Background: an optimization exercise with open tools, aiming at small area, a short achievable clock period and few clock cycles. Do not read the settings as production practice.
No run shown here included a check of the RTL's function; only the layout flow was run.
Power figures rest on the tool's default switching activity, not on a simulated workload.

`design/flow/flow/run.sh`:
```
#!/bin/bash
# The standard layout (the standard.sh, unchanged synthesis and steps),
# except that the input and output port buffers are plain buf_2 cells
# instead of the delay cells buffer_ports picks by default.
export BUFFER_PORTS_ARGS="-buffer_cell sky130_fd_sc_hd__buf_2"
bash standard.sh > standard.log 2>&1
```
`design/flow/standard.sh`:
```
#!/bin/bash
# synth_recipe.tcl (not shown) runs the flow's synth.tcl, then flattens the netlist and writes it again
# the make line also repeats each setting of config.mk as NAME=value (left out here)
make -C /OpenROAD-flow-scripts/flow DESIGN_CONFIG=/design/flow/config.mk WORK_HOME=/design/flow/orfs CLKGATE_MAP_FILE= SYNTH_SCRIPT=/design/flow/synth_recipe.tcl "${@:-finish}"
```
`design/flow/config.mk`:
```
export PLATFORM = sky130hd
export DESIGN_NAME = ATCONV
export DESIGN_NICKNAME = ATCONV
export VERILOG_FILES = /design/flow/design.v
export SDC_FILE = /design/flow/constraint.sdc
export NUM_CORES = 4
export LEC_CHECK = 0
export CAP_MARGIN = 20
export CORE_MARGIN = 2
export CORE_UTILIZATION = 40
export PLACE_DENSITY = 0.6
export SETUP_SLACK_MARGIN = 2.7
export SLEW_MARGIN = 20
```
`design/flow/constraint.sdc`:
```
create_clock -name core_clock -period 5.0 [get_ports {clk}]
set_input_delay 1.0000 -clock core_clock [delete_from_list [all_inputs] [get_ports {clk}]]
set_output_delay 1.0000 -clock core_clock [all_outputs]
set_load 0.01 [all_outputs]
```
`design/flow/design.v`:
```
`timescale 1ns/10ps
module  ATCONV(
	input		clk,
	input		reset,
	output	reg	busy,
	input		ready,
	output reg	[11:0]	iaddr,
	input signed [12:0]	idata,
	output	reg 	cwr,
	output  reg	[11:0]	caddr_wr,
	output reg 	[12:0] 	cdata_wr,
	output	 	crd,
	output 	[11:0] 	caddr_rd,
	input 	[12:0] 	cdata_rd,
	output reg 	csel
	);
assign crd = 1'b0;
assign caddr_rd = 12'd0;
localparam [12:0] BIAS = 13'h1FF4;    
localparam [12:0] NBIAS = 13'h000C;   
reg        done;        
reg        ending;      
reg  [5:0] bi;          
reg        g;           
reg        p0, p1, p2;  
reg        vm1;         
reg        c_fl;        
wire [5:0] x = iaddr[5:0];
reg  [12:0] din;         
wire hold = reset | ~busy & ~ready;
wire       col_end = p2 & g;                       
wire       row_end = col_end & ~vm1 & (x == 6'd63);
wire [4:0] bip = bi[4:0] + 5'd1;
wire [4:0] bim = bi[4:0] - 5'd1;
wire       vm1_n = row_end | vm1 & ~col_end;
wire [5:0] x_n = (col_end & ~vm1) ? x + 6'd1 : x;   
wire [5:0] row_n = p0 ? {bi[4:0], g} :
                   p1 ? ((bi[4:0] == 5'd31) ? 6'd63 : {bip, g}) :
                   row_end ? {bi[4:0], 1'b0} :
                   (bi[4:0] == 5'd0) ? 6'd0 : {bim, ~g};
always @(posedge clk) begin
	if (hold) begin
		bi <= 6'd0;
		g <= 1'b0;
		p0 <= 1'b1; p1 <= 1'b0; p2 <= 1'b0;
		vm1 <= 1'b1;
		c_fl <= 1'b1;
		iaddr <= 12'd0;
	end else begin
		if (row_end) bi <= bi + 6'd1;
		if (p2) g <= ~g;
		p0 <= p2; p1 <= p0; p2 <= p1;
		vm1 <= vm1_n;
		c_fl <= vm1_n | (x_n == 6'd0);
		iaddr <= {row_n, x_n};
	end
end
always @(posedge clk) begin
	if (reset) begin
		busy <= 1'b0;
		done <= 1'b0;
	end else begin
		if (~busy & ~done & ready) busy <= 1'b1;
		if (ending) begin
			busy <= 1'b0;
			done <= 1'b1;
		end
	end
end
reg f_valid, f_valid2;
always @(posedge clk) begin
	if (reset) begin
		f_valid <= 1'b0;
		f_valid2 <= 1'b0;
	end else begin
		f_valid <= c_fl ? (bi != 6'd0) : ~(~vm1 & (x == 6'd1));
		f_valid2 <= f_valid;
	end
end
reg [12:7] din_h;
reg        fl_lo, fl_hi;
always @(posedge clk) begin
	din <= idata;
	din_h <= din[12:7];
	fl_lo <= c_fl;
	fl_hi <= fl_lo;
end
reg  [12:0] sf0, sf1, sf2, sf3;
reg  [12:0] pf0, pf1, pf2, pf3;
reg  [12:0] acc_s, acc_c, acc_o;
reg         cy_s, cy_c, cy_o;   
wire [12:0] sterm = p2 ? {2'b0, din[12:2]} : {4'b0, din[12:4]};
wire [12:0] nsterm = ~sterm;
wire [12:0] cterm = p2 ? din : ~{3'b0, din[12:3]};
wire [12:0] left  = fl_lo ? sf3 : sf1;
wire [12:0] o_add = ~fl_lo ? nsterm :
                    p1 ? (vm1 ? sf3 : sf1) :
                    p2 ? NBIAS : 13'd0;
wire [12:0] dh      = {din_h, 7'd0};
wire [12:0] sterm_h = p0 ? {2'b0, dh[12:2]} : {4'b0, dh[12:4]};
wire [12:0] nsterm_h = ~sterm_h;
wire [12:0] cterm_h = p0 ? dh : ~{3'b0, dh[12:3]};
wire [12:0] left_h  = fl_hi ? sf3 : sf1;
wire [12:0] o_add_h = ~fl_hi ? nsterm_h :
                      p2 ? (vm1 ? sf3 : sf1) : 13'd0;
wire [7:0] s_lo = (p1 ? BIAS[6:0] : acc_s[6:0]) + nsterm[6:0] + 8'd1;
wire [7:0] c_lo = (p1 ? left[6:0] : acc_c[6:0]) + cterm[6:0] + {6'd0, ~p2};
wire [7:0] o_lo = (p1 ? pf1[6:0]  : acc_o[6:0]) + o_add[6:0] + {6'd0, ~fl_lo};
wire [5:0] s_hi = (p2 ? BIAS[12:7]  : acc_s[12:7]) + nsterm_h[12:7] + {5'd0, cy_s};
wire [5:0] c_hi = (p2 ? left_h[12:7] : acc_c[12:7]) + cterm_h[12:7] + {5'd0, cy_c};
wire [5:0] o_hi = (p2 ? pf1[12:7]   : acc_o[12:7]) + o_add_h[12:7] + {5'd0, cy_o};
always @(posedge clk) begin
	{cy_s, acc_s[6:0]} <= s_lo;
	{cy_c, acc_c[6:0]} <= c_lo;
	{cy_o, acc_o[6:0]} <= o_lo;
	acc_s[12:7] <= s_hi;
	acc_c[12:7] <= c_hi;
	acc_o[12:7] <= o_hi;
end
wire finish = busy & p1;
wire finish_h = busy & p2;
always @(posedge clk) begin
	if (finish) begin
		sf0[6:0] <= sf1[6:0]; sf1[6:0] <= sf2[6:0]; sf2[6:0] <= sf3[6:0]; sf3[6:0] <= acc_s[6:0];
		pf0[6:0] <= pf1[6:0]; pf1[6:0] <= pf2[6:0]; pf2[6:0] <= pf3[6:0]; pf3[6:0] <= acc_c[6:0];
	end
	if (finish_h) begin
		sf0[12:7] <= sf1[12:7]; sf1[12:7] <= sf2[12:7]; sf2[12:7] <= sf3[12:7]; sf3[12:7] <= acc_s[12:7];
		pf0[12:7] <= pf1[12:7]; pf1[12:7] <= pf2[12:7]; pf2[12:7] <= pf3[12:7]; pf3[12:7] <= acc_c[12:7];
	end
end
reg  [11:0] mx;
reg         wr0_h, l1;
wire        wr0 = finish & f_valid2 & ~ending;
wire [11:0] l0v = acc_o[12] ? 12'd0 : {acc_o[11:7], cdata_wr[6:0]};
always @(posedge clk) begin
	if (reset) begin
		cwr <= 1'b0;
		csel <= 1'b1;
		caddr_wr <= 12'h3FF;
		wr0_h <= 1'b0;
		l1 <= 1'b0;
		ending <= 1'b0;
	end else begin
		wr0_h <= wr0;
		l1 <= wr0_h & ~csel & ~caddr_wr[6] & caddr_wr[0];
		cwr <= wr0_h | l1;
		if (wr0)
			cdata_wr[6:0] <= acc_o[6:0];
		if (wr0_h) begin
			cdata_wr <= {1'b0, l0v};
			csel <= 1'b0;
			if (csel)
				caddr_wr <= {caddr_wr[9:5] + {4'd0, &caddr_wr[4:0]}, 1'b0, caddr_wr[4:0] + 5'd1, 1'b0};
			else if (~caddr_wr[6])
				caddr_wr[6] <= 1'b1;
			else begin
				caddr_wr[6] <= 1'b0;
				caddr_wr[0] <= 1'b1;
			end
		end else if (l1) begin
			cdata_wr <= {{1'b0, mx[11:4]} + {8'd0, mx[3:0] != 4'd0}, 4'd0};
			csel <= 1'b1;
			caddr_wr <= {2'b00, caddr_wr[11:7], caddr_wr[5:1]};
			if ((&caddr_wr[11:7]) & (&caddr_wr[5:1])) ending <= 1'b1;
		end
	end
end
always @(posedge clk) begin
	if (wr0_h & (csel | (l0v > mx)))
		mx <= l0v;
end
endmodule
```
==> results of run 1 <==
-- per-stage QoR --
| stage | hold WS, ns | area [um2] | util [%] | cells | total power, W |
|---|---|---|---|---|---|
| floorplan | 0.310 | 9870 | - | 883 | 0.00307 |
| global placement | 0.313 | 10300 | 42.5 | 1221 | 0.00327 |
| detailed placement | 0.313 | 10300 | 42.5 | 1221 | 0.00330 |
| CTS | 0.326 | 11400 | 47.1 | 1285 | 0.00523 |
| global route | 0.331 | 11800 | 49.0 | 1300 | 0.00571 |
| finish | 0.327 | 11800 | 49.0 | 1300 | 0.00538 |
-- layout make-up --
class | count | area, um2 | area share (%)
Clock inverter | 10 | 156 | 1.32
Multi-Input combinational cell | 576 | 4450 | 37.7
Tap cell | 324 | 405 | 3.43
Clock buffer | 35 | 693 | 5.87
Timing Repair Buffer | 92 | 613 | 5.19
Sequential cell | 211 | 5280 | 44.7
Inverter | 52 | 210 | 1.78
-- how the worst max path moves through the flow --
stage	startpoint	endpoint	slack, ns
finish	p1$_SDFF_PP0_	acc_o[6]$_DFF_P_	2.63
global route	p2$_SDFF_PP0_	acc_c[6]$_DFF_P_	2.50
CTS	p2$_SDFF_PP0_	acc_c[6]$_DFF_P_	2.56
detailed placement	p1$_SDFF_PP0_	acc_o[6]$_DFF_P_	1.92
global placement	p1$_SDFF_PP0_	acc_o[6]$_DFF_P_	1.97
floorplan	fl_lo$_DFF_P_	acc_c[6]$_DFF_P_	2.69
-- timing repair --
action,in CTS,in global routing
setup buffers,19,15
cloned,0,0
pin swaps,7,32
gates resized for setup,38,81
endpoints found under the setup margin,59,36
-- where the power goes --
part           internal (W)  total [W]  switching (W)  leakage (nW)
Sequential          0.00209    0.00223       0.000147          1.83
Clock               0.00117    0.00186       0.000690         0.416
Combinational      0.000638    0.00129       0.000653          2.57
-- state kept, by name, summed over array words and instances (netlist names), 6 cells and up --
name and cells:
mx 12, acc_c 13, sf1 13, caddr_wr 12
pf3 13, din 13, acc_s 13, sf3 13
pf2 13, pf1 13, bi 6, acc_o 13
sf2 13, cdata_wr 13, iaddr 12, din_h 6
-- cells by family (layout without fill, tap and decap cells) --
group | Yosys count | after routing | share of synthesized area (%)
simple gates | 247 | 247 | 12.6
flops | 211 | 211 | 54.1
compound gates | 148 | 148 | 9.40
buf+inv | 96 | 189 | 4.53
fa+ha+maj | 65 | 65 | 9.22
mux | 55 | 55 | 5.87
xor+xnor | 48 | 48 | 4.32
other cells | 1 | 13 | 0.0386
-- worst reg2reg max path, cell delays in order, from the launching register on --
cell and delay (ns):
dfxtp_4 0.49, nand2_2 0.15, o22ai_2 0.18, fa_2 0.23
inv_1 0.05, fa_2 0.34, nor2b_1 0.16, o21ai_2 0.09
a21boi_2 0.19, nor4_1 0.06, a311o_1 0.32
-- layout by cell type, fill, tap and decap left out, drive strengths merged, types with 5 or more instances in the layout --
cell	count
a21oi	44
conb	13
mux2i	39
nand2b	14
o21ai	43
nor4	8
nor3	17
buf	92
nand4	9
o22ai	6
or2	9
edfxtp	103
xor2	15
a31oi	5
o21bai	7
nand2	61
nor2b	19
nor2	80
fa	11
a21o	11
nand3	9
a21boi	6
ha	54
dfxtp	108
xnor2	33
a211oi	8
clkinv	5
clkbuf	35
mux2	16
inv	49
-- routing by layer --
metal / vias up / track usage [%]
met5: - / 0
met4: 0 / 3.93
met3: 28 / 2.49
met2: 118 / 24.4
met1: 3023 / 22.2
li1: 3210 / -
==> metrics.md, run 1 <==
| Metric | Value |
|---|---|
| Status | finished clean |
| Mapped Area | between 9000 and 10000 um2 |
| Reg-to-reg endpoint | acc_o[6]$_DFF_P_ |
| Uppermost layer routed | met4 |
| Die height | around 160 um |
| Routed Antenna Nets | 0 |
| Synth area leader | edfxtp_1 |
| Slew margin rel. | 27.8% |
| Setup violators final | 0 |
| Gp weighted congestion | 0.826 |
| Crit-path cells | nand2_2 -> o22ai_2 -> fa_2 -> inv_1 -> fa_2 -> nor2b_1 -> o21ai_2 -> a21boi_2 -> nor4_1 -> a311o_1 |
| Share of layout cells above drive strength 1 | 25.3% |
| Crit end category | flop |
| Max stage delay cell, worst path | dfxtp_4 |
| DR WL/cell | ~15 um |
| Post-layout min period | between 2 and 2.5 ns |
| First-pass GRT wire length | 32400 um |
| Wirelength, routed | between 15000 and 20000 um |
| Met3 WL | 746 um |
| VDD IR max | between 200 and 250 uV |
| Delay-heaviest family, CP | compound AO/OA/AOI/OAI gates |
| Final worst slack | about 2.6 ns |
| CP Depth | 10 |
| HPWL Detailed | around 13000 um |
| Initial drt markers | ~470 |
| Reg clk slew, reported paths | around 0.060 ns |
| Worst slew pin tran | between 1 and 1.5 ns |
| Hold Crit Depth | 0 |
| Top post-synthesis cells by area | edfxtp_1 32%, dfxtp_1 22%, ha_1 7.0%, mux2i_1 4.0%, nor2_1 3.1% |
| Fmax | ~420 MHz |
| Worst slack at placement | between 1.5 and 2 ns |
| Vias in the first global route | 6168 |
| Top cell type's share of synthesized area | between 30% and 40% |
| CTS H-tree lvls | 1 |
| EDFF count, synth | around 100 |
| DIE WIDTH | ~160 um |
| WS Path Type | reg -> reg |
| Area Growth Syn to Fin | 21.5% |
| I/O Buffers | 55 |
| DR WL met2 | approximately 9000 um |
| Worst path bufs/invs | 1 |
| Syn Area/Cell | ~11 um2 |
| Unique masters post-synth | 61 |
| CP arrival | roughly 2.8 ns |
| Initial Utilization | 40.3% |
| Row count | 57 |
| Largest net degree at the start of global routing | 44 |
| Later-pin clock latency in the skew report | between 0.5 and 0.6 ns |
| CP required | between 5 and 6 ns |
| Fillers | roughly 2200 |
| Final Cycle Share | a little under half |
| Fin. Hold Viols | 0 |
| Hold endpoint | din_h[11]$_DFF_P_ |
| Slowest stage delay, CP | approximately 0.49 ns |
| Max Slew Vio Count | 0 |
| Core area | approximately 24000 um2 |
| Seq/Total Area, Yosys | 54.1% |
| Top cells by count, synth | 108 x dfxtp_1, 103 x edfxtp_1, 80 x nor2_1 |
| Io pins | 82 |
| P_leak | a little under 5 nW |
| Synth Warn # | 1 |
| Total grt overflow | 0 |
| Post-synthesis cell count | between 800 and 900 |
| Crit path max fanout | 12 |
| Met1 wire length | a little under 10000 um |
| R2r setup slk | roughly 2.6 ns |
| Most used cell, CP | fa_2 |
| Drt pass-1 iters | 5 |
| Critical Path Source Type | flop |
| CTS tree | done |
| Nets | 1052 |
| Final Skew | around 0.012 ns |
| Hold Crit Class | reg -> reg |
| Die ar. | 25600 um2 |
| Max clock buf depth | 3 |
| Most common cell in the synthesized netlist | dfxtp_1 |
| Initial antenna violation count | 0 |
| Max-Cap Viols | 0 |
| DRC viols | 0 |
| N_diodes | 0 |
| Setup TNS | 0 ns |
| Hold_buf cts | 0 |
| Power density of the placed cells | between 400 and 500 nW/um2 |
| Reg2Reg Launch Point | p1$_SDFF_PP0_ |
| Root Buffer | clkbuf_16 |
| #FFs+latches synth | 211 |
| Hold path startpoint | din[11]$_DFF_P_ |
| Worst-case reg-to-reg path depth | 10 |
| Via count | between 6000 and 7000 |
| TritonCTS Buffers | 25 |
| Synth async-reset ratio | 0% |
| Top FF cell, synth | dfxtp_1 |
| RSZ-0062 raised after global routing | true |
| Total GRT Usage | between 10% and 20% |
| Vias/cell | between 4 and 5 |
| Clock net sink count | 211 |
==> run 2, diff against run 1 <==
==> design/flow/flow/run.sh (replaced) <==
#!/bin/bash
# The standard layout (the standard.sh and its synthesis script), with two
# changes: adders are left to ABC as plain logic instead of being mapped to
# full-adder cells first (ADDER_MAP_FILE empty), and the port buffers are
# plain buf_2 cells.
export ADDER_MAP_FILE=
export BUFFER_PORTS_ARGS="-buffer_cell sky130_fd_sc_hd__buf_2"
bash standard.sh > standard.log 2>&1
--- a/design/flow/config.mk
+++ b/design/flow/config.mk
@@ -9,5 +9,5 @@
 export CORE_MARGIN = 2
 export CORE_UTILIZATION = 40
 export PLACE_DENSITY = 0.6
-export SETUP_SLACK_MARGIN = 2.7
+export SETUP_SLACK_MARGIN = 2.85
 export SLEW_MARGIN = 20
==> run 2 against run 1 <==
Utilization up 3.3 points. Hold slack better by 0.0052 ns. Still clean on timing, DRC and antenna. Synthesized cell count up 0.46%. Wire length up 2.0%. Worst setup slack worse by 0.53 ns. Sequential power about the same. Count of clock-buffer cells in the layout up 3. Clock power down 2%. Die area down 2.4%. Design area up 3.2%.
==> metrics.md, run 2 <==
| Metric | Value |
|---|---|
| Max clock buf depth | 3 |
| Syn Area/Cell | 10.8 um2 |
| DR WL/cell | 15.2 um |
| Hold Crit Class | reg -> reg |
| Drt pass-1 iters | 5 |
| Post-layout min period | a little under 3 ns |
| Status | finished clean |
| Synth area leader | edfxtp_1 |
| Largest net degree at the start of global routing | 44 |
| Mapped Area | ~9500 um2 |
| Core area | 23300 um2 |
| Synth Warn # | 1 |
| Share of layout cells above drive strength 1 | 30.1% |
| Initial antenna violation count | 0 |
| Total grt overflow | 0 |
| Wirelength, routed | between 20000 and 25000 um |
| Routed Antenna Nets | 0 |
| Unique masters post-synth | 65 |
| Clock net sink count | approximately 210 |
| Commonest non-fill, non-tap cells in the layout | 103 x edfxtp_1, 89 x dfxtp_1, 84 x nor2_1 |
| Most common cell in the synthesized netlist | dfxtp_1 |
| VDD IR max | between 200 and 250 uV |
| Die ar. | about 25000 um2 |
| Most common cell after layout, fill and taps aside | edfxtp_1 |
| Worst path bufs/invs | 0 |
| Worst-case reg-to-reg path depth | 8 |
| EDFF count, synth | between 100 and 150 |
| Max-Cap Viols | 0 |
| Hold endpoint | din_h[11]$_DFF_P_ |
| Via count | around 6600 |
| DIE WIDTH | 158 um |
| Setup violators final | 0 |
| Row count | 56 |
| First-pass GRT wire length | ~32000 um |
| CTS H-tree lvls | 1 |
| Cell Count, Final, Fillers Out | approximately 1300 |
| R2r setup slk | between 2 and 2.5 ns |
| P_leak | 4.75 nW |
| CP Depth | 8 |
| Top cell type's share of synthesized area | between 30% and 40% |
| Fmax | roughly 350 MHz |
| Reg-to-reg endpoint | acc_o[6]$_DFF_P_ |
| Max Slew Vio Count | 0 |
| Die height | ~160 um |
| #FFs+latches synth | between 200 and 250 |
| Reg clk slew, reported paths | 0.06 ns |
| Crit path max fanout | 6 |
| Max stage delay cell, worst path | dfxtp_4 |
| Part of the power in registers | between 40% and 50% |
| I/O Buffers | 55 |
| Root Buffer | clkbuf_16 |
| Fin. Hold Viols | 0 |
| Hold Crit Depth | 0 |
| Slew margin rel. | 57.0% |
| Comb power frac | a little over a quarter |
| Slowest stage delay, CP | 0.44 ns |
| Final Cycle Share | between 50 and 60% |
| CP arrival | roughly 3.3 ns |
| Synth async-reset ratio | 0% |
| CTS tree | done |
| Seq/Total Area, Yosys | a little under three fifths |
| Top FF cell, synth | dfxtp_1 |
| Delay-heaviest family, CP | adder cells |
| Vias in the first global route | roughly 6300 |
| Top post-synthesis cells by area | edfxtp_1 33%, dfxtp_1 23%, xnor2_1 6.2%, mux2i_1 3.9%, nor2_1 3.6% |
| Nets | just over 1000 |
| Post-synthesis cell count | about 880 |
| N_diodes | 0 |
| Gp weighted congestion | between 0.7 and 0.8 |
| Initial Utilization | 40.6% |
| Hold_buf cts | 0 |
| Switching power | approximately 0.0015 W |
| RSZ-0062 raised after global routing | true |
| CP required | approximately 5.4 ns |
| Hold path startpoint | din[11]$_DFF_P_ |
| WS Path Type | reg -> reg |
| TritonCTS Buffers | 24 |
| Crit-path cells | mux2_4 -> o22a_1 -> maj3_2 -> maj3_2 -> maj3_2 -> maj3_2 -> maj3_2 -> xnor2_1 |
| Cell-internal power | about 0.0040 W |
| Top cells by count, synth | 108 x dfxtp_1, 103 x edfxtp_1, 90 x nor2_1 |
| Critical Path Source Type | flop |
| Clk pwr share | 33.0% |
| Switching share of power | 27.4% |
| Reg2Reg Launch Point | p2$_SDFF_PP0_ |
| Worst hold margin | ~0.33 ns |
| Final Skew | 0.0124 ns |
| Initial drt markers | approximately 460 |
| HPWL Detailed | 12200 um |
| Vias/cell | 4.95 |
| Crit end category | flop |
| Later-pin clock latency in the skew report | around 0.51 ns |
| Placed insts | between 1000 and 1500 |
| Total GRT Usage | about 16% |
| Power density of the placed cells | approximately 450 nW/um2 |
| Setup TNS | 0 ns |
| Area Growth Syn to Fin | 28.6% |
| DRC viols | 0 |
| Most used cell, CP | maj3_2 |
| Io pins | slightly above 80 |
| Worst slew pin tran | approximately 0.64 ns |
## run 2: worst max path at each step
| stage | start | to | slack [ns] |
|---|---|---|---|
| floorplan | p2$_SDFF_PP0_ | acc_o[6]$_DFF_P_ | 2.19 |
| global placement | p2$_SDFF_PP0_ | acc_o[12]$_DFF_P_ | 1.62 |
| detailed placement | p2$_SDFF_PP0_ | acc_o[12]$_DFF_P_ | 1.60 |
| CTS | p2$_SDFF_PP0_ | acc_o[6]$_DFF_P_ | 2.10 |
| global route | p2$_SDFF_PP0_ | acc_o[6]$_DFF_P_ | 2.03 |
| finish | p2$_SDFF_PP0_ | acc_o[6]$_DFF_P_ | 2.10 |
## run 2: per-stage QoR
step | worst slack [ns] | utilization [%] | instance area (um2) | total power [W]
finish | 2.10 | 52.2 | 12200 | 0.00550
global route | 2.03 | 52.2 | 12200 | 0.00579
CTS | 2.10 | 50.6 | 11800 | 0.00543
detailed placement | 1.60 | 43.3 | 10100 | 0.00334
global placement | 1.62 | 43.3 | 10100 | 0.00330
floorplan | 2.19 | - | 9670 | 0.00316
## run 2: logic make-up after synthesis
group	share of synthesized area (%)
AOI/OAI and AO/OA	10.9
buffers and inverters	4.09
other	0.0396
xor gates and xnor gates	9.55
and+or+nand+nor	11.8
adders and majority gates	2.36
DFF	55.5
muxes	5.80
## run 2: per-layer routing
metal / vias to the layer above / part of all wire, % / GRT usage, % / wire length (um)
met1: 3139 / 47 / 21.7 / 9610
met5: - / 0 / 0 / 0
met3: 28 / 5.0 / 3.09 / 1010
met2: 141 / 46 / 26.0 / 9390
li1: 3334 / - / - / -
met4: 0 / 1.9 / 4.63 / 379
## run 2: final cells by class
type                       instances  area (um2)
inverter                          31         124
tap                              319         399
timing repair buffer             146        1150
clock inverter                     6        80.1
multi-input combinational        591        4380
clock buffer                      38         756
fill                            2058       11100
sequential                       211        5290
## run 2: what timing repair did
item | in CTS | in global routing
buffers inserted | 61 | 21
endpoints found under the setup margin | 67 | 62
gates resized for setup | 86 | 48
pin swaps | 36 | 38
gates cloned | 2 | 1
## run 2: power by group through the flow
stage	logic, W	registers [W]	clock network, W
3_5_place_dp	0.00104	0.00230	0
5_1_grt	0.00157	0.00228	0.00193
3_3_place_gp	0.00101	0.00229	0
4_1_cts	0.00132	0.00225	0.00186
6_report	0.00144	0.00225	0.00182
2_1_floorplan	0.000946	0.00222	0
==> run 3, diff against run 2 <==
--- a/design/flow/config.mk
+++ b/design/flow/config.mk
@@ -9,5 +9,5 @@
 export CORE_MARGIN = 2
 export CORE_UTILIZATION = 40
 export PLACE_DENSITY = 0.6
-export SETUP_SLACK_MARGIN = 2.85
+export SETUP_SLACK_MARGIN = 2.7
 export SLEW_MARGIN = 20
==> run 3 against run 2 <==
Design area is 1.7% lower. Critical path depth did not move. Sequential share of layout area grew 0.66 points. Combinational power is 4% lower. Hold slack better by 0.0099 ns. Non-clock buffer count down 8. Critical path type unchanged.
==> metrics.md, run 3 <==
| Metric | Value |
|---|---|
| Synth Warn # | 1 |
| Top post-synthesis cells by area | edfxtp_1 33%, dfxtp_1 23%, xnor2_1 6.2%, mux2i_1 3.9%, nor2_1 3.6% |
| Met1 Usage GRT | 21.1% |
| TritonCTS Buffers | 24 |
| Critical Path Source Type | flop |
| Vias in the first global route | 6378 |
| CTS tree | done |
| Fmax | around 360 MHz |
| Drt pass-1 iters | 4 |
| Share of layout cells above drive strength 1 | ~28% |
| Status | finished clean |
| DRC viols | 0 |
| DR WL/cell | about 15 um |
| CP required | approximately 5.4 ns |
| Global-route met2 utilization | 26.5% |
| Cell-internal power | between 0.003 and 0.004 W |
| Seq/Total Area, Yosys | 55.5% |
| First-pass GRT wire length | around 32000 um |
| Max clock buf depth | 3 |
| Area Growth Syn to Fin | 26.4% |
| Io pins | 82 |
| Gp weighted congestion | between 0.8 and 0.9 |
| Die ar. | about 25000 um2 |
| Seq. cell area | 5280 um2 |
| WS Path Type | reg -> reg |
| Mux cell area share after synthesis | under 10% |
| Root Buffer | clkbuf_16 |
| Crit path max fanout | 6 |
| Core area | ~23000 um2 |
| Via count | roughly 6700 |
| Largest family of logic cells by synthesized area | simple AND/OR/NAND/NOR gates |
| Worst path bufs/invs | 0 |
| Most used cell, CP | maj3_2 |
| Mapped Area | roughly 9500 um2 |
| Top FF cell, synth | dfxtp_1 |
| Fin. Hold Viols | 0 |
| I/O Buffers | 55 |
| EDFF count, synth | 103 |
| Post-synthesis xor/xnor area fraction | roughly a tenth |
| Later-pin clock latency in the skew report | between 0.5 and 0.6 ns |
| Hold Crit Class | reg -> reg |
| Max Slew Vio Count | 0 |
| Synth area leader | edfxtp_1 |
| R2r setup slk | between 2 and 2.5 ns |
| Top cells by count, synth | 108 x dfxtp_1, 103 x edfxtp_1, 90 x nor2_1 |
| Initial drt markers | 424 |
| Final Cycle Share | between 50 and 60% |
| Max stage delay cell, worst path | dfxtp_4 |
| Unique masters post-synth | 65 |
| Synth async-reset ratio | 0% |
| #FFs+latches synth | roughly 210 |
| Post-layout min period | ~2.8 ns |
| Initial antenna violation count | 0 |
| Largest net degree at the start of global routing | 44 |
| Die height | ~160 um |
| Setup violators final | 0 |
| Comb power frac | between 20 and 30% |
| Vias/cell | about 5 |
| Complex-gate fraction of the synthesized area | between 10% and 20% |
| Post-synthesis cell count | between 800 and 900 |
| Top cell type's share of synthesized area | 32.6% |
| Util after Layout | 51.3% |
| Max-Cap Viols | 0 |
| Post-Synth Adder-Cell Area | between 2 and 2.5% |
| Row count | 56 |
| HPWL Detailed | 12300 um |
| Delay-heaviest family, CP | adder cells |
| Fillers | ~2100 |
| Total grt overflow | 0 |
| Commonest non-fill, non-tap cells in the layout | 103 x edfxtp_1, 101 x dfxtp_1, 83 x nor2_1 |
| Final Cell Area | ~12000 um2 |
| Power density of the placed cells | ~450 nW/um2 |
| Part of the power in registers | a little over two fifths |
| Clock net sink count | between 200 and 250 |
| Syn Area/Cell | between 10 and 15 um2 |
| Switching share of power | between 20% and 30% |
| Clk pwr share | between 30% and 40% |
| Gr busiest metal | met2 |
| Multi-input gate area | between 4000 and 5000 um2 |
| Most common cell after layout, fill and taps aside | edfxtp_1 |
| Hold_buf cts | 0 |
| RSZ-0062 raised after global routing | true |
| Switching power | 0.00151 W |
| Slowest stage delay, CP | ~0.41 ns |
| Wirelength, routed | 20100 um |
| DIE WIDTH | 158 um |
| Slew margin rel. | around three fifths |
| N_diodes | 0 |
| Initial Utilization | approximately two fifths |
| Setup TNS | 0 ns |
| VDD IR max | 258 uV |
| Final Skew | 0.00745 ns |
| Crit end category | flop |
| Most common cell in the synthesized netlist | dfxtp_1 |
| P_leak | 4.65 nW |
| Crit-path cells | mux2_4 -> o22a_1 -> maj3_2 -> maj3_2 -> maj3_2 -> maj3_2 -> maj3_2 -> xnor2_1 |
| Nets | 1025 |
| Worst slew pin tran | 0.602 ns |
| CTS H-tree lvls | 1 |
| Placed inst area | 10100 um2 |
| Simple-gate share of the synthesized area | 11.8% |
| CP arrival | between 3 and 4 ns |
| Met3 Usage GRT | a little under 3% |
| Total GRT Usage | between 10% and 20% |
| Reg clk slew, reported paths | 0.06 ns |
| Routed Antenna Nets | 0 |
-- run 3: cell counts after synthesis --
Identical to the previous run, type by type.
-- run 3: path summary, 6_finish.rpt --
kind | to | from | cells after the start
min | din_h[12]$_DFF_P_ | din[12]$_DFF_P_ | 0
min reg2reg | din_h[12]$_DFF_P_ | din[12]$_DFF_P_ | 0
max reg2reg | acc_o[6]$_DFF_P_ | p2$_SDFF_PP0_ | 8
max | acc_o[6]$_DFF_P_ | p2$_SDFF_PP0_ | 8
-- run 3: final cells by class --
type | instances | area share [%]
sequential | 211 | 44.1
inverter | 31 | 1.02
tap | 319 | 3.33
timing repair buffer | 138 | 8.97
multi-input combinational | 590 | 35.9
clock buffer | 35 | 5.87
clock inverter | 9 | 0.784
-- run 3: metrics by stage --
stage,hold WS [ns],cells,setup slack [ns],total power [W]
after floorplan,0.310,887,2.19,0.00314
after global placement,0.314,1212,1.75,0.00328
after detailed placement,0.326,1212,1.71,0.00332
after CTS,0.341,1315,2.12,0.00532
after global routing,0.350,1333,2.11,0.00569
final,0.342,1333,2.20,0.00541
-- run 3: cells by family after synthesis --
group                      Yosys count
AOI/OAI and AO/OA                  163
xor gates and xnor gates           100
adders and majority gates           21
buffers and inverters               86
DFF                                211
muxes                               52
other                                1
and+or+nand+nor                    241
-- run 3: power by group through the flow --
stage | clock network, W | registers, W | logic, W
2_1_floorplan | 0 | 0.00222 | 0.000926
3_3_place_gp | 0 | 0.00229 | 0.000994
3_5_place_dp | 0 | 0.00230 | 0.00102
4_1_cts | 0.00180 | 0.00225 | 0.00126
5_1_grt | 0.00187 | 0.00230 | 0.00152
6_report | 0.00176 | 0.00227 | 0.00138
-- run 3: repair_timing --
action	CTS	global route
gates cloned	3	0
resized for setup	69	47
pin swaps	23	35
endpoints found under the setup margin	51	35
setup buffers	56	18
-- run 3: metal layers --
metal  up-vias  part of all wire (%)
met4         0                   2.1
met1      3156                    47
met3        35                   5.4
met2       150                    46
li1       3313                     -
met5         -                     0
==> run 4, diff against run 3 <==
--- a/design/flow/design.v
+++ b/design/flow/design.v
@@ -103,12 +103,52 @@
 wire [12:0] left_h  = fl_hi ? sf3 : sf1;
 wire [12:0] o_add_h = ~fl_hi ? nsterm_h :
                       p2 ? (vm1 ? sf3 : sf1) : 13'd0;
-wire [7:0] s_lo = (p1 ? BIAS[6:0] : acc_s[6:0]) + nsterm[6:0] + 8'd1;
-wire [7:0] c_lo = (p1 ? left[6:0] : acc_c[6:0]) + cterm[6:0] + {6'd0, ~p2};
-wire [7:0] o_lo = (p1 ? pf1[6:0]  : acc_o[6:0]) + o_add[6:0] + {6'd0, ~fl_lo};
-wire [5:0] s_hi = (p2 ? BIAS[12:7]  : acc_s[12:7]) + nsterm_h[12:7] + {5'd0, cy_s};
-wire [5:0] c_hi = (p2 ? left_h[12:7] : acc_c[12:7]) + cterm_h[12:7] + {5'd0, cy_c};
-wire [5:0] o_hi = (p2 ? pf1[12:7]   : acc_o[12:7]) + o_add_h[12:7] + {5'd0, cy_o};
+function [7:0] add7;
+	input [6:0] a, b;
+	input       ci;
+	reg   [6:0] p, gg, pp;
+	integer     k, i, j;
+	begin
+		p  = a ^ b;
+		gg = a & b;
+		gg[0] = gg[0] | (p[0] & ci);
+		pp = p;
+		for (k = 0; k < 3; k = k + 1)
+			for (i = 0; i < 7; i = i + 1)
+				if (i[k]) begin
+					j = ((i >> k) << k) - 1;
+					gg[i] = gg[i] | (pp[i] & gg[j]);
+					pp[i] = pp[i] & pp[j];
+				end
+		add7 = {gg[6], p ^ {gg[5:0], ci}};
+	end
+endfunction
+function [5:0] add6;
+	input [5:0] a, b;
+	input       ci;
+	reg   [5:0] p, gg, pp;
+	integer     k, i, j;
+	begin
+		p  = a ^ b;
+		gg = a & b;
+		gg[0] = gg[0] | (p[0] & ci);
+		pp = p;
+		for (k = 0; k < 3; k = k + 1)
+			for (i = 0; i < 6; i = i + 1)
+				if (i[k]) begin
+					j = ((i >> k) << k) - 1;
+					gg[i] = gg[i] | (pp[i] & gg[j]);
+					pp[i] = pp[i] & pp[j];
+				end
+		add6 = p ^ {gg[4:0], ci};
+	end
+endfunction
+wire [7:0] s_lo = add7(p1 ? BIAS[6:0] : acc_s[6:0], nsterm[6:0], 1'b1);
+wire [7:0] c_lo = add7(p1 ? left[6:0] : acc_c[6:0], cterm[6:0], ~p2);
+wire [7:0] o_lo = add7(p1 ? pf1[6:0] : acc_o[6:0], o_add[6:0], ~fl_lo);
+wire [5:0] s_hi = add6(p2 ? BIAS[12:7] : acc_s[12:7], nsterm_h[12:7], cy_s);
+wire [5:0] c_hi = add6(p2 ? left_h[12:7] : acc_c[12:7], cterm_h[12:7], cy_c);
+wire [5:0] o_hi = add6(p2 ? pf1[12:7] : acc_o[12:7], o_add_h[12:7], cy_o);
 always @(posedge clk) begin
 	{cy_s, acc_s[6:0]} <= s_lo;
 	{cy_c, acc_c[6:0]} <= c_lo;
==> run 4 against run 3 <==
Largest cell class unchanged. Global-route usage grew 0.10 points. Synthesized cell count grew 2.3%. Still clean. Highest routed layer unchanged. First-iteration DRC count grew 0.94%. Maximum frequency grew 9.3%. Register-to-register slack gained 0.24 ns. Flip-flop and latch count is the same.
==> metrics.md, run 4 <==
| Metric | Value |
|---|---|
| Synth area leader | edfxtp_1 |
| Synth async-reset ratio | 0% |
| Routed Antenna Nets | 0 |
| Top FF cell, synth | dfxtp_1 |
| Status | finished clean |
| Row count | 56 |
| HPWL Detailed | about 13000 um |
| CTS H-tree lvls | 1 |
| Crit end category | flop |
| DR WL/cell | about 16 um |
| EDFF count, synth | 103 |
| Total GRT Usage | approximately 16% |
| Wirelength, routed | ~21000 um |
| Tot Pwr | roughly 0.0055 W |
| Final Cycle Share | approximately half |
| Largest net degree at the start of global routing | 44 |
| Seq/Total Area, Yosys | 54.8% |
| Worst slew pin tran | approximately 0.73 ns |
| DIE WIDTH | 159 um |
| Total grt overflow | 0 |
| First-pass GRT wire length | ~33000 um |
| Fin. Hold Viols | 0 |
| Top post-synthesis cells by area | edfxtp_1 32%, dfxtp_1 23%, xnor2_1 5.8%, mux2i_1 4.2%, nor2_1 3.4% |
| Syn Area/Cell | 10.7 um2 |
| Initial antenna violation count | 0 |
| CP arrival | between 2 and 3 ns |
| Most common cell after layout, fill and taps aside | edfxtp_1 |
| Setup violators final | 0 |
| Synth Warn # | 1 |
| N_diodes | 0 |
| Die height | 159 um |
| Area Growth Syn to Fin | 26.1% |
| Drt pass-1 iters | 5 |
| Max clock buf depth | 3 |
| CP Launch Point | sf3[7]$_DFFE_PP_ |
| Power density of the placed cells | 451 nW/um2 |
| Reg2Reg Launch Point | sf3[7]$_DFFE_PP_ |
| Share of layout cells above drive strength 1 | 28.0% |
| Fmax | just under 400 MHz |
| Mapped Area | roughly 9600 um2 |
| Gp weighted congestion | 0.780 |
| Critical Path Source Type | flop |
| Max Slew Vio Count | 0 |
| CTS tree | done |
| Io pins | between 80 and 90 |
| Hold Crit Class | reg -> reg |
| Clock net sink count | ~210 |
| Top cell type's share of synthesized area | between 30% and 40% |
| RSZ-0062 raised after global routing | true |
| TritonCTS Buffers | 24 |
| I/O Buffers | 55 |
| Commonest non-fill, non-tap cells in the layout | 103 x edfxtp_1, 98 x dfxtp_1, 82 x nor2_1 |
| Crit path max fanout | 7 |
| Initial drt markers | 428 |
| Later-pin clock latency in the skew report | 0.51 ns |
| Vias in the first global route | 6306 |
| DRC viols | 0 |
| Unique masters post-synth | 70 |
| WS Path Type | reg -> reg |
| Max-Cap Viols | 0 |
| Reg clk slew, reported paths | approximately 0.06 ns |
| CP required | around 5.4 ns |
| Most common cell in the synthesized netlist | dfxtp_1 |
| #FFs+latches synth | 211 |
| VDD IR max | ~220 uV |
| Root Buffer | clkbuf_16 |
| Setup TNS | 0 ns |
| Die ar. | around 25000 um2 |
| Final Skew | about 0.008 ns |
| Post-layout min period | 2.57 ns |
| Top cells by count, synth | 108 x dfxtp_1, 103 x edfxtp_1, 88 x nor2_1 |
| Hold path startpoint | din[11]$_DFF_P_ |
| Nets | ~1000 |
| Vias/cell | 5.07 |
| Post-synthesis cell count | slightly below 900 |
| Slew margin rel. | 51.0% |
| Core area | ~23000 um2 |
| Initial Utilization | 40.8% |
| P_leak | between 4 and 5 nW |
| Via count | 6849 |
## run 4: cell types whose count changed after synthesis, sizes merged, moves of 4 or more
| cell | delta |
|---|---|
| o21a | +6 |
| nand2 | +4 |
| a22o | +6 |
| clkbuf | +5 |
| nand2b | +6 |
| maj3 | -6 |
| xnor2 | -4 |
## run 4: through the flow
step	setup WS, ns	cell area (um2)	utilization, %	cells	hold slack (ns)
2_1_floorplan	2.50	9740	-	907	0.310
3_3_place_gp	1.74	10200	43.2	1229	0.313
3_5_place_dp	1.68	10200	43.2	1229	0.316
4_1_cts	2.43	11600	49.5	1326	0.328
5_1_grt	2.31	12100	51.5	1350	0.337
6_report	2.43	12100	51.5	1350	0.327
## run 4: layout make-up
class / instances / area [um2]
Fill cell: 2084 / 11400
Sequential cell: 211 / 5290
Multi-Input combinational cell: 610 / 4470
Timing Repair Buffer: 136 / 1030
Clock buffer: 38 / 748
Tap cell: 319 / 399
Inverter: 30 / 120
Clock inverter: 6 / 33.8
## run 4: repair_timing
item                                    CTS  global route
gates cloned                              3             0
resized for setup                        62            64
endpoints found under the setup margin   65            34
pin swaps                                38            42
buffers inserted                         50            24
hold buffers                              0             0
## run 4: worst max-delay path: stages (launching register included)
cell and delay, ns:
edfxtp_1 0.39, mux2i_1 0.18, a21oi_2 0.10, maj3_2 0.34, maj3_2 0.31, maj3_2 0.39
o21a_1 0.19, nor3_1 0.24, a31oi_2 0.16, xnor2_1 0.15
## run 4: final timing paths
kind | endpoint | slack, ns | cells past startpoint
worst max-delay path | acc_c[12]$_DFF_P_ | 2.43 | 9
worst min-delay path | din_h[11]$_DFF_P_ | 0.33 | 0
worst max register to register | acc_c[12]$_DFF_P_ | 2.43 | 9
worst min register to register | din_h[11]$_DFF_P_ | 0.33 | 0
## run 4: power by group
| group | switching, W | total, W | internal [W] |
|---|---|---|---|
| clock | 0.000682 | 0.00171 | 0.00103 |
| sequential | 0.000183 | 0.00226 | 0.00208 |
| combinational | 0.000718 | 0.00148 | 0.000764 |
## run 4: cells by family after synthesis
family	Yosys count	share of synthesized area, %
other	1	0.0391
AND/OR/NAND/NOR	249	12.1
multiplexers	51	5.51
flip-flops	211	54.8
buffers and inverters	87	4.28
AO/OA/AOI/OAI	186	12.8
adder cells (fa/ha/maj)	15	1.64
XOR/XNOR	95	8.82
## run 4: metal layers
layer / global-route usage, % / routed length, um / vias to the layer above
met5: 0 / 0 / -
met4: 4.00 / 405 / 0
met3: 2.90 / 1060 / 30
met2: 25.5 / 9550 / 162
met1: 22.6 / 10100 / 3246
li1: - / - / 3411
==> run 5, diff against run 4 <==
==> design/flow/run.sh (new file) <==
#!/bin/bash
# synth_recipe.tcl (not shown) runs the flow's synth.tcl, then flattens the netlist and writes it again
# the make line also repeats each setting of config.mk as NAME=value (left out here)
make -C /OpenROAD-flow-scripts/flow DESIGN_CONFIG=/design/flow/config.mk WORK_HOME=/design/flow/orfs CLKGATE_MAP_FILE= SYNTH_SCRIPT=/design/flow/synth_recipe.tcl finish
removed: design/flow/flow/run.sh
removed: design/flow/standard.sh
==> run 5 against run 4 <==
Power fell by 12%. Sequential share of layout area rose by 1.6 points. Utilization fell by 1.7 points. Combinational power fell by 34%. Flip-flop and latch count did not move. Wire length fell by 13%. Synthesized cell count fell by 8.7%. Critical path type unchanged. Highest routed layer unchanged.
==> metrics.md, run 5 <==
| Metric | Value |
|---|---|
| Worst path bufs/invs | 2 |
| Initial drt markers | 280 |
| Setup TNS | 0 ns |
| Complex-gate fraction of the synthesized area | roughly 9.2% |
| Most common cell in the synthesized netlist | dfxtp_1 |
| Seq. cell area | between 5000 and 6000 um2 |
| TritonCTS Buffers | 23 |
| VDD IR max | between 300 and 400 uV |
| Crit path max fanout | 2 |
| CP Launch Point | fl_lo$_DFF_P_ |
| Part of the power in registers | between 40% and 50% |
| RSZ-0062 raised after global routing | true |
| Syn Area/Cell | between 10 and 15 um2 |
| P_leak | a little under 5 nW |
| Largest family of logic cells by synthesized area | simple AND/OR/NAND/NOR gates |
| Hold_buf cts | 0 |
| N_diodes | 0 |
| R2r setup slk | 2.58 ns |
| Final Skew | slightly above 0.008 ns |
| CTS H-tree lvls | 1 |
| Fillers | between 2000 and 2500 |
| Switching power | ~0.0013 W |
| Mux cell area share after synthesis | 5.90% |
| Total GRT Usage | ~15% |
| Fin. Hold Viols | 0 |
| CP Depth | 11 |
| I/O Buffers | 55 |
| Clk pwr share | between 30% and 40% |
| Tot Pwr | roughly 0.0048 W |
| Clock net sink count | around 210 |
| Max clock buf depth | 3 |
| Met3 WL | between 700 and 800 um |
| #FFs+latches synth | 211 |
| Placed insts | approximately 1200 |
| Worst-case reg-to-reg path depth | 11 |
| Synth async-reset ratio | 0% |
| Hold path startpoint | din[11]$_DFF_P_ |
| Share of layout cells above drive strength 1 | 19.9% |
| Critical Path Source Type | flop |
| DR WL/cell | 14.8 um |
| Multi-input gate area | between 4000 and 5000 um2 |
| Post-synthesis xor/xnor area fraction | 3.30% |
| Crit-path cells | buf_12 -> mux2i_4 -> nor2_2 -> a21oi_2 -> fa_2 -> inv_2 -> fa_2 -> a21o_1 -> a21o_1 -> fa_2 -> xor2_1 |
| Crit end category | flop |
| Total grt overflow | 0 |
| First-pass GRT wire length | 29900 um |
| Status | finished clean |
| Reg-to-reg endpoint | acc_c[5]$_DFF_P_ |
| Die height | roughly 160 um |
| Initial Utilization | about two fifths |
| Final Cycle Share | between 40% and 50% |
| Slew margin rel. | 52.9% |
| Worst slew pin tran | around 0.70 ns |
| Max stage delay cell, worst path | dfxtp_4 |
| Post-Synth Adder-Cell Area | a little over a tenth |
| Commonest non-fill, non-tap cells in the layout | 103 x edfxtp_1, 84 x dfxtp_1, 63 x nor2_1 |
| Most common cell after layout, fill and taps aside | edfxtp_1 |
| Post-synthesis cell count | 817 |
| Largest net degree at the start of global routing | between 40 and 50 |
| Synth area leader | edfxtp_1 |
| CTS tree | done |
| Io pins | 82 |
| Met1 wire length | around 9200 um |
| Uppermost layer routed | met4 |
| Max Slew Vio Count | 0 |
| Synth Warn # | 1 |
| Max-Cap Viols | 0 |
| Hold Crit Class | reg -> reg |
| Cell-internal power | 0.00352 W |
| Via count | roughly 6000 |
| Root Buffer | clkbuf_16 |
| CP arrival | 2.81 ns |
| Top post-synthesis cells by area | edfxtp_1 32%, dfxtp_1 23%, ha_1 6.2%, fa_1 4.6%, mux2i_1 4.6% |
| Nets | ~1000 |
| Most used cell, CP | fa_2 |
| Wirelength, routed | 18400 um |
| Die ar. | about 25000 um2 |
| Unique masters post-synth | between 50 and 60 |
| Area Growth Syn to Fin | 22.3% |
| EDFF count, synth | 103 |
| Fmax | 413 MHz |
| Initial antenna violation count | 0 |
| Setup violators final | 0 |
| Vias in the first global route | a little under 6000 |
| DRC viols | 0 |
| Row count | 56 |
| Top FF cell, synth | dfxtp_1 |
| Top cell type's share of synthesized area | ~32% |
| Simple-gate share of the synthesized area | a little over a tenth |
| CP required | roughly 5.4 ns |
| Reg2Reg Launch Point | fl_lo$_DFF_P_ |
| Drt pass-1 iters | 4 |
| Gp weighted congestion | about 0.8 |
| DR WL met2 | ~8000 um |
| Seq/Total Area, Yosys | ~55% |
| Post-layout min period | ~2.4 ns |
| Cell Count, Final, Fillers Out | 1244 |
| Worst Setup EP | acc_c[5]$_DFF_P_ |
| Power density of the placed cells | 411 nW/um2 |
| Routed Antenna Nets | 0 |
| Later-pin clock latency in the skew report | 0.50 ns |
| Slowest stage delay, CP | between 0.3 and 0.4 ns |
| Comb power frac | just over 20% |
| WS Path Type | reg -> reg |
| Hold Crit Depth | 0 |
| Reg clk slew, reported paths | approximately 0.06 ns |
| Core area | ~23000 um2 |
| Mapped Area | 9560 um2 |
| Delay-heaviest family, CP | adder cells |
| DIE WIDTH | between 150 and 200 um |
| Switching share of power | roughly 27% |
| Top cells by count, synth | 108 x dfxtp_1, 103 x edfxtp_1, 66 x nor2_1 |
| HPWL Detailed | 12000 um |
| Vias/cell | 4.82 |
==> run 5: cell types whose count changed after synthesis, moves of 20 or more <==
cell     change
nor2_1      -22
ha_1        +47
xor2_1      -22
fa_1        +22
nand2_1     -25
a21oi_1     -20
xnor2_1     -36
inv_1       +29
==> run 5: power groups by stage <==
stage | Clock [W] | Sequential (W) | Combinational (W)
after floorplan | 0 | 0.00219 | 0.000742
final | 0.00160 | 0.00222 | 0.000982
after detailed placement | 0 | 0.00226 | 0.000888
after CTS | 0.00166 | 0.00222 | 0.000947
after global routing | 0.00172 | 0.00225 | 0.00113
after global placement | 0 | 0.00225 | 0.000858
==> run 5: layer usage <==
layer	global-route usage [%]	up-vias
met5	0	-
met4	4.25	0
met3	2.42	26
met2	23.2	119
met1	21.8	2825
li1	-	3021
==> run 5: worst min path at each step <==
stage	end	slack, ns
detailed placement	din_h[11]$_DFF_P_	0.31
floorplan	din_h[11]$_DFF_P_	0.31
global placement	din_h[12]$_DFF_P_	0.31
CTS	din_h[11]$_DFF_P_	0.33
global route	din_h[12]$_DFF_P_	0.34
finish	din_h[11]$_DFF_P_	0.33
==> run 5: area by class of cell <==
type,instances,share of cell area [%]
clock buffers,23,4.92
inverters,59,1.93
well taps,319,3.41
repair buffers,102,8.29
multi-input cells,512,34.9
flip-flops and latches,211,45.4
clock inverters,18,1.12
==> run 5: repair_timing <==
| action | in CTS | in global routing |
|---|---|---|
| buffers inserted | 33 | 5 |
| resized for setup | 114 | 15 |
| endpoints found under the setup margin | 142 | 29 |
| cloned | 2 | 0 |
| pin swaps | 10 | 11 |
==> run 5: cells by family (layout without fill, tap and decap cells) <==
kind of cell               count (synthesis)  after routing
adders and majority gates                 69             69
and+or+nand+nor                          206            206
buffers and inverters                    106            202
other                                      1             13
DFF                                      211            211
xor gates and xnor gates                  36             36
muxes                                     55             55
AOI/OAI and AO/OA                        133            133
==> run 5: per-stage QoR <==
stage / util, % / setup WS, ns / hold WS (ns) / area, um2
CTS: 49.4 / 2.54 / 0.327 / 11600
global route: 49.8 / 2.51 / 0.340 / 11700
detailed placement: 44.4 / 1.87 / 0.312 / 10400
global placement: 44.4 / 1.91 / 0.313 / 10400
floorplan: - / 2.57 / 0.310 / 9710
finish: 49.8 / 2.58 / 0.326 / 11700
==> run 6, diff against run 5 <==
--- a/design/flow/config.mk
+++ b/design/flow/config.mk
@@ -9,5 +9,5 @@
 export CORE_MARGIN = 2
 export CORE_UTILIZATION = 40
 export PLACE_DENSITY = 0.6
-export SETUP_SLACK_MARGIN = 2.7
+export SETUP_SLACK_MARGIN = 2.8
 export SLEW_MARGIN = 20
==> run 6 against run 5 <==
Still clean. Clock skew up 0.0034 ns. Sequential share of layout area down 1.3 points. Non-clock buffer count up 11. Area after synthesis unchanged. Count of clock-buffer cells in the layout up 8. Clock power about the same. Final cell count up 0.88%. Via count up 0.95%. Global-route usage up 0.23 points. Flip-flop and latch count unchanged.
==> metrics.md, run 6 <==
| Metric | Value |
|---|---|
| DR WL/cell | between 15 and 20 um |
| Seq/Total Area, Yosys | 55.0% |
| Post-layout min period | roughly 2.5 ns |
| Row count | 56 |
| Commonest non-fill, non-tap cells in the layout | 103 x edfxtp_1, 82 x dfxtp_1, 65 x nor2_1 |
| Vias/cell | 4.82 |
| CTS tree | done |
| Top cells by count, synth | 108 x dfxtp_1, 103 x edfxtp_1, 66 x nor2_1 |
| Max Slew Vio Count | 0 |
| Fin. Hold Viols | 0 |
| Met1 wire length | 9240 um |
| Final worst slack | between 2 and 3 ns |
| Cell Count, Final, Fillers Out | between 1000 and 1500 |
| First-pass GRT wire length | 30100 um |
| Worst slew pin tran | roughly 0.66 ns |
| Slew margin rel. | between 50 and 60% |
| VDD IR max | about 220 uV |
| Reg clk slew, reported paths | around 0.06 ns |
| Via count | approximately 6000 |
| EDFF count, synth | ~100 |
| Vias in the first global route | roughly 5800 |
| Top FF cell, synth | dfxtp_1 |
| Worst slack at placement | between 1.5 and 2 ns |
| Share of layout cells above drive strength 1 | 23.2% |
| Largest net degree at the start of global routing | 44 |
| Root Buffer | clkbuf_16 |
| TritonCTS Buffers | 23 |
| Fmax | ~400 MHz |
| CP required | about 5.4 ns |
| Hold Crit Depth | 0 |
| Max-Cap Viols | 0 |
| Status | finished clean |
| I/O Buffers | 55 |
| RSZ-0062 raised after global routing | true |
| Synth async-reset ratio | 0% |
| Total grt overflow | 0 |
| Met3 WL | approximately 770 um |
| Power density of the placed cells | between 400 and 500 nW/um2 |
| Synth Warn # | 1 |
| CTS H-tree lvls | 1 |
| CP arrival | around 2.9 ns |
| Area Growth Syn to Fin | 26.3% |
| Mapped Area | roughly 9600 um2 |
| Worst-case reg-to-reg path depth | 11 |
| Die ar. | between 20000 and 30000 um2 |
| Total GRT Usage | 15.2% |
| P_leak | just under 5 nW |
| Fillers | between 2000 and 2500 |
| Gp weighted congestion | ~0.79 |
| Placed insts | between 1000 and 1500 |
| Later-pin clock latency in the skew report | approximately 0.50 ns |
| Initial Utilization | between 40% and 50% |
| Setup violators final | 0 |
| Routed Antenna Nets | 0 |
| Crit path max fanout | 7 |
| DIE WIDTH | roughly 160 um |
| Clock net sink count | roughly 210 |
| Io pins | 82 |
| #FFs+latches synth | around 210 |
| Die height | approximately 160 um |
| Initial drt markers | roughly 350 |
| Synth area leader | edfxtp_1 |
| Multi-input gate area | approximately 4200 um2 |
| Core area | roughly 23000 um2 |
| N_diodes | 0 |
| Post-synthesis cell count | slightly above 800 |
| Final Cycle Share | between 40% and 50% |
| Syn Area/Cell | between 10 and 15 um2 |
| Max clock buf depth | 3 |
| DR WL met2 | 8410 um |
| Unique masters post-synth | 56 |
| Final Skew | about 0.012 ns |
| Wirelength, routed | 19000 um |
| Most common cell after layout, fill and taps aside | edfxtp_1 |
| Initial antenna violation count | 0 |
| Setup TNS | 0 ns |
| Nets | 1018 |
| Crit end category | flop |
| WS Path Type | reg -> reg |
| Top cell type's share of synthesized area | between 30% and 40% |
| Most common cell in the synthesized netlist | dfxtp_1 |
| DRC viols | 0 |
| HPWL Detailed | ~12000 um |
| Seq. cell area | between 5000 and 6000 um2 |
| Critical Path Source Type | flop |
| Top post-synthesis cells by area | edfxtp_1 32%, dfxtp_1 23%, ha_1 6.2%, fa_1 4.6%, mux2i_1 4.6% |
| Uppermost layer routed | met4 |
| Hold Crit Class | reg -> reg |
| Drt pass-1 iters | 4 |
| Hold_buf cts | 0 |
run 6: cell count changes in the layout (fill, tap and decap cells not counted), sizes merged:
cell | previous run | this run
dlygate4sd2 | 40 | 28
clkbuf | 23 | 34
clkdlybuf4s15 | 0 | 11
buf | 45 | 55
clkinv | 16 | 9
bufinv | 2 | 1
clkdlybuf4s50 | 15 | 14
clkinvlp | 1 | 0
inv | 58 | 59
run 6: area by class of cell:
cell class	instances	area share, %
sequential	211	44.0
multi-input combinational	512	35.1
timing repair buffer	113	9.75
tap	319	3.31
clock inverter	10	0.570
clock buffer	31	5.44
inverter	59	1.83
run 6: repair_timing:
action                                  CTS  global route
pin swaps                                15            22
cloned                                    4             1
setup buffers                            25            19
hold endpoints to repair                  0             0
endpoints found under the setup margin   97            58
resized for setup                       133            58
run 6: layer usage:
layer | track usage (%) | vias to the layer above
li1 | - | 3043
met1 | 22.3 | 2857
met2 | 23.3 | 116
met3 | 2.56 | 32
met4 | 4.38 | 0
met5 | 0 | -
run 6: worst paths after layout:
path / slack, ns / startpoint / end
setup / recovery: 2.54 / p2$_SDFF_PP0_ / acc_o[4]$_DFF_P_
hold / removal: 0.33 / din[12]$_DFF_P_ / din_h[12]$_DFF_P_
setup reg to reg: 2.54 / p2$_SDFF_PP0_ / acc_o[4]$_DFF_P_
hold reg to reg: 0.33 / din[12]$_DFF_P_ / din_h[12]$_DFF_P_
run 6: worst max-delay path: stages, from the launching register on:
cell,delay [ns]
dfxtp_4,0.38
buf_6,0.12
buf_6,0.11
o21ai_4,0.16
o22a_4,0.19
fa_2,0.20
inv_2,0.04
fa_2,0.34
a21o_1,0.17
a21oi_2,0.19
fa_2,0.45
inv_1,0.05
run 6: logic make-up (layout without fill, tap and decap cells):
family	after synthesis	after routing	synth area share (%)
other cells	1	13	0.0392
compound gates	133	133	9.16
xor+xnor	36	36	3.30
buf+inv	106	213	4.86
simple gates	206	206	11.0
mux	55	55	5.90
fa+ha+maj	69	69	10.8
flops	211	211	55.0
run 6: per-stage QoR:
step	hold WS (ns)	utilization, %	area [um2]	total power [W]
after CTS	0.331	49.7	11700	0.00485
after floorplan	0.310	-	9720	0.00293
after detailed placement	0.317	44.5	10400	0.00315
final	0.330	51.4	12100	0.00493
after global routing	0.345	51.4	12100	0.00523
after global placement	0.314	44.5	10400	0.00310
run 6: where the power goes:
part / internal (W) / switching [W]
Sequential: 0.00208 / 0.000113
Clock: 0.000966 / 0.000644
Combinational: 0.000569 / 0.000551
Total: 0.00362 / 0.00131
==> run 7, diff against run 6 <==
--- a/design/flow/config.mk
+++ b/design/flow/config.mk
@@ -9,5 +9,5 @@
 export CORE_MARGIN = 2
 export CORE_UTILIZATION = 40
 export PLACE_DENSITY = 0.6
-export SETUP_SLACK_MARGIN = 2.8
+export SETUP_SLACK_MARGIN = 2.6
 export SLEW_MARGIN = 20
==> run 7 against run 6 <==
Critical path type unchanged. Power grew 2.3%. Critical path depth down 3. Design area fell by 2.0%. Clock skew fell by 0.00050 ns. Combinational power decreased by 14%. Wire length fell by 3.0%.
==> metrics.md, run 7 <==
| Metric | Value |
|---|---|
| Synth Warn # | 1 |
| Most common cell in the synthesized netlist | dfxtp_1 |
| Top FF cell, synth | dfxtp_1 |
| DRC viols | 0 |
| RSZ-0062 raised after global routing | true |
| Drt pass-1 iters | 4 |
| Crit end category | flop |
| Max-Cap Viols | 0 |
| Initial Utilization | about two fifths |
| Fmax | roughly 400 MHz |
| Clock net sink count | around 210 |
| CP arrival | approximately 3 ns |
| Fin. Hold Viols | 0 |
| Top cells by count, synth | 108 x dfxtp_1, 103 x edfxtp_1, 66 x nor2_1 |
| Wirelength, routed | approximately 18000 um |
| Routed Antenna Nets | 0 |
| Via count | approximately 6000 |
| Commonest non-fill, non-tap cells in the layout | 103 x edfxtp_1, 84 x dfxtp_1, 64 x nor2_1 |
| Status | finished clean |
| Reg clk slew, reported paths | about 0.060 ns |
| Tot Pwr | between 0.005 and 0.006 W |
| EDFF count, synth | 103 |
| TritonCTS Buffers | 24 |
| Root Buffer | clkbuf_16 |
| Nets | 1004 |
| Initial drt markers | between 300 and 400 |
| Seq/Total Area, Yosys | between 50% and 60% |
| Core area | about 23000 um2 |
| HPWL Detailed | roughly 12000 um |
| Post-layout min period | 2.51 ns |
| Critical Path Source Type | flop |
| Hold Crit Depth | 0 |
| Reg2Reg Launch Point | p2$_SDFF_PP0_ |
| CP Launch Point | p2$_SDFF_PP0_ |
| Vias/cell | 4.81 |
| Final Cycle Share | about half |
| R2r setup slk | 2.49 ns |
| Initial antenna violation count | 0 |
| CP required | 5.45 ns |
| DR WL/cell | 14.8 um |
| Post-synthesis cell count | ~820 |
| Largest net degree at the start of global routing | 44 |
| Area Growth Syn to Fin | 23.8% |
| CTS H-tree lvls | 1 |
| Later-pin clock latency in the skew report | between 0.5 and 0.6 ns |
| Die height | around 160 um |
| Die ar. | 25100 um2 |
| I/O Buffers | 55 |
| Setup TNS | 0 ns |
| Top post-synthesis cells by area | edfxtp_1 32%, dfxtp_1 23%, ha_1 6.2%, fa_1 4.6%, mux2i_1 4.6% |
| Max Slew Vio Count | 0 |
| Gp weighted congestion | a little under 0.8 |
| Top cell type's share of synthesized area | about a third |
| DIE WIDTH | roughly 160 um |
| Reg-to-reg endpoint | acc_o[11]$_DFF_P_ |
| Hold Crit Class | reg -> reg |
| Mapped Area | 9560 um2 |
| Slew margin rel. | between 50% and 60% |
| Comb power frac | between 10% and 20% |
| Part of the power in registers | ~44% |
| Share of layout cells above drive strength 1 | ~19% |
| Fillers | 2079 |
| Cell-internal power | 0.00375 W |
| WS Path Type | reg -> reg |
| VDD IR max | slightly below 200 uV |
| Worst hold margin | around 0.33 ns |
| Io pins | a little over 80 |
| Hold path startpoint | din[12]$_DFF_P_ |
| P_leak | about 4.9 nW |
| Worst-case reg-to-reg path depth | 8 |
| Syn Area/Cell | 11.7 um2 |
| Final Skew | 0.0111 ns |
| Setup violators final | 0 |
| Unique masters post-synth | 56 |
| Clk pwr share | 37.0% |
| Total grt overflow | 0 |
| Row count | 56 |
| #FFs+latches synth | roughly 210 |
| Synth area leader | edfxtp_1 |
| Power density of the placed cells | 426 nW/um2 |
| Max clock buf depth | 3 |
| Switching power | about 0.0013 W |
| N_diodes | 0 |
| CTS tree | done |
| Synth async-reset ratio | 0% |
| Worst slew pin tran | about 0.62 ns |
| Switching share of power | ~26% |
| Crit path max fanout | 5 |
| Total GRT Usage | 15.1% |
| Most common cell after layout, fill and taps aside | edfxtp_1 |
| Vias in the first global route | roughly 5800 |
| First-pass GRT wire length | roughly 30000 um |
| Hold endpoint | din_h[12]$_DFF_P_ |
-- run 7: cell count changes in the layout (fill, tap and decap cells not counted), moves of 4 or more --
| cell | delta |
|---|---|
| buf_4 | -7 |
| bufinv_16 | +4 |
| clkdlybuf4s15_1 | -10 |
| clkdlybuf4s50_1 | +10 |
| dfxtp_4 | -4 |
| dlygate4sd2_1 | -5 |
| dlymetal6s2s_1 | +8 |
| ha_1 | +5 |
| ha_4 | -6 |
| nor2b_1 | +7 |
| nor2b_4 | -4 |
-- run 7: worst max-delay path by stage --
stage	endpoint	slack, ns	depth (start not counted)
5_1_grt	acc_o[11]$_DFF_P_	2.43	8
2_1_floorplan	acc_o[11]$_DFF_P_	2.49	9
6_report	acc_o[11]$_DFF_P_	2.49	8
3_3_place_gp	acc_o[11]$_DFF_P_	1.76	8
4_1_cts	acc_o[11]$_DFF_P_	2.46	10
3_5_place_dp	acc_o[11]$_DFF_P_	1.72	8
-- run 7: stage by stage --
stage	std cells	instance area, um2	setup WS, ns	util, %
final	1243	11800	2.49	50.4
after global routing	1243	11800	2.43	50.4
after CTS	1228	11600	2.46	49.5
after detailed placement	1165	10400	1.72	44.5
after global placement	1165	10400	1.76	44.5
after floorplan	829	9720	2.49	-
-- run 7: power by group through the flow --
stage          Clock [W]  Sequential (W)  Combinational, W
3_3_place_gp           0         0.00224          0.000861
6_report         0.00186         0.00221          0.000964
5_1_grt          0.00197         0.00224           0.00113
4_1_cts          0.00191         0.00221          0.000934
2_1_floorplan          0         0.00219          0.000747
3_5_place_dp           0         0.00225          0.000894
-- run 7: logic make-up after synthesis --
logic type | share of synthesized area, %
AO/OA/AOI/OAI | 9.16
multiplexers | 5.90
XOR/XNOR | 3.30
adder cells (fa/ha/maj) | 10.8
flip-flops | 55.0
AND/OR/NAND/NOR | 11.0
buffers and inverters | 4.86
other | 0.0392
-- run 7: repair_timing --
| item | in CTS | in global routing |
|---|---|---|
| hold buffers | 0 | 0 |
| cloned | 2 | 0 |
| gates resized for setup | 86 | 27 |
| hold endpoints to repair | 0 | 0 |
| pin swaps | 9 | 13 |
| setup buffers | 17 | 15 |
| endpoints found under the setup margin | 119 | 42 |
-- run 7: final cells by class --
type	count	area, um2	area share, %
sequential	211	5310	44.8
clock inverter	14	194	1.64
timing repair buffer	98	1000	8.46
tap	319	399	3.37
inverter	59	225	1.90
multi-input combinational	512	4060	34.3
clock buffer	30	654	5.53
-- run 7: critical path, cell delays in order (launching register included) --
cell	delay, ns
dfxtp_4	0.41
buf_12	0.14
mux2_4	0.31
fa_2	0.40
fa_2	0.41
a21o_1	0.18
a21oi_2	0.16
fa_1	0.40
inv_1	0.06
-- run 7: layer usage --
metal / track usage, % / wire (um) / vias up / part of all wire [%]
li1: - / - / 3026 / -
met1: 21.9 / 9250 / 2818 / 50
met2: 23.6 / 8270 / 113 / 45
met3: 2.15 / 648 / 22 / 3.5
met4: 4.42 / 280 / 0 / 1.5
met5: 0 / 0 / - / 0

re-timing with driven ports:
In the flow no input, the clock included, has a driving cell. The finished layouts below were timed again as built, in two steps.
Step 1 assumes that a clkbuf_16 drives the clock port and a buf_2 every other input.
Step 2 adds t to the input delays and takes it off the output delays; t is the mean of the earliest and latest rising clock arrival at the registers after step 1. Input paths then give back, and output paths get back, about the clock's delay inside the block.
Slacks: ideal ports / drivers / drivers and shift; pairs: ideal ports / drivers.
| run | t, ns | setup WS [ns] | worst setup path at the end |
|---|---|---|---|
| run 1 | 0.550 | 2.633 / 2.633 / 2.511 | input to register |
| run 2 | 0.552 | 2.103 / 2.103 / 2.103 | register to register |
| run 3 | 0.551 | 2.196 / 2.196 / 2.196 | register to register |
| run 4 | 0.552 | 2.433 / 2.433 / 2.433 | register to register |
| run 5 | 0.540 | 2.578 / 2.578 / 2.310 | input to register |
| run 6 | 0.538 | 2.542 / 2.542 / 2.460 | input to register |
| run 7 | 0.550 | 2.486 / 2.486 / 2.162 | input to register |
After both steps setup and hold are still met in every run listed. The setup slack of run 7, which loses most, moves by 0.000 ns with the drivers and by -0.324 ns with both steps.
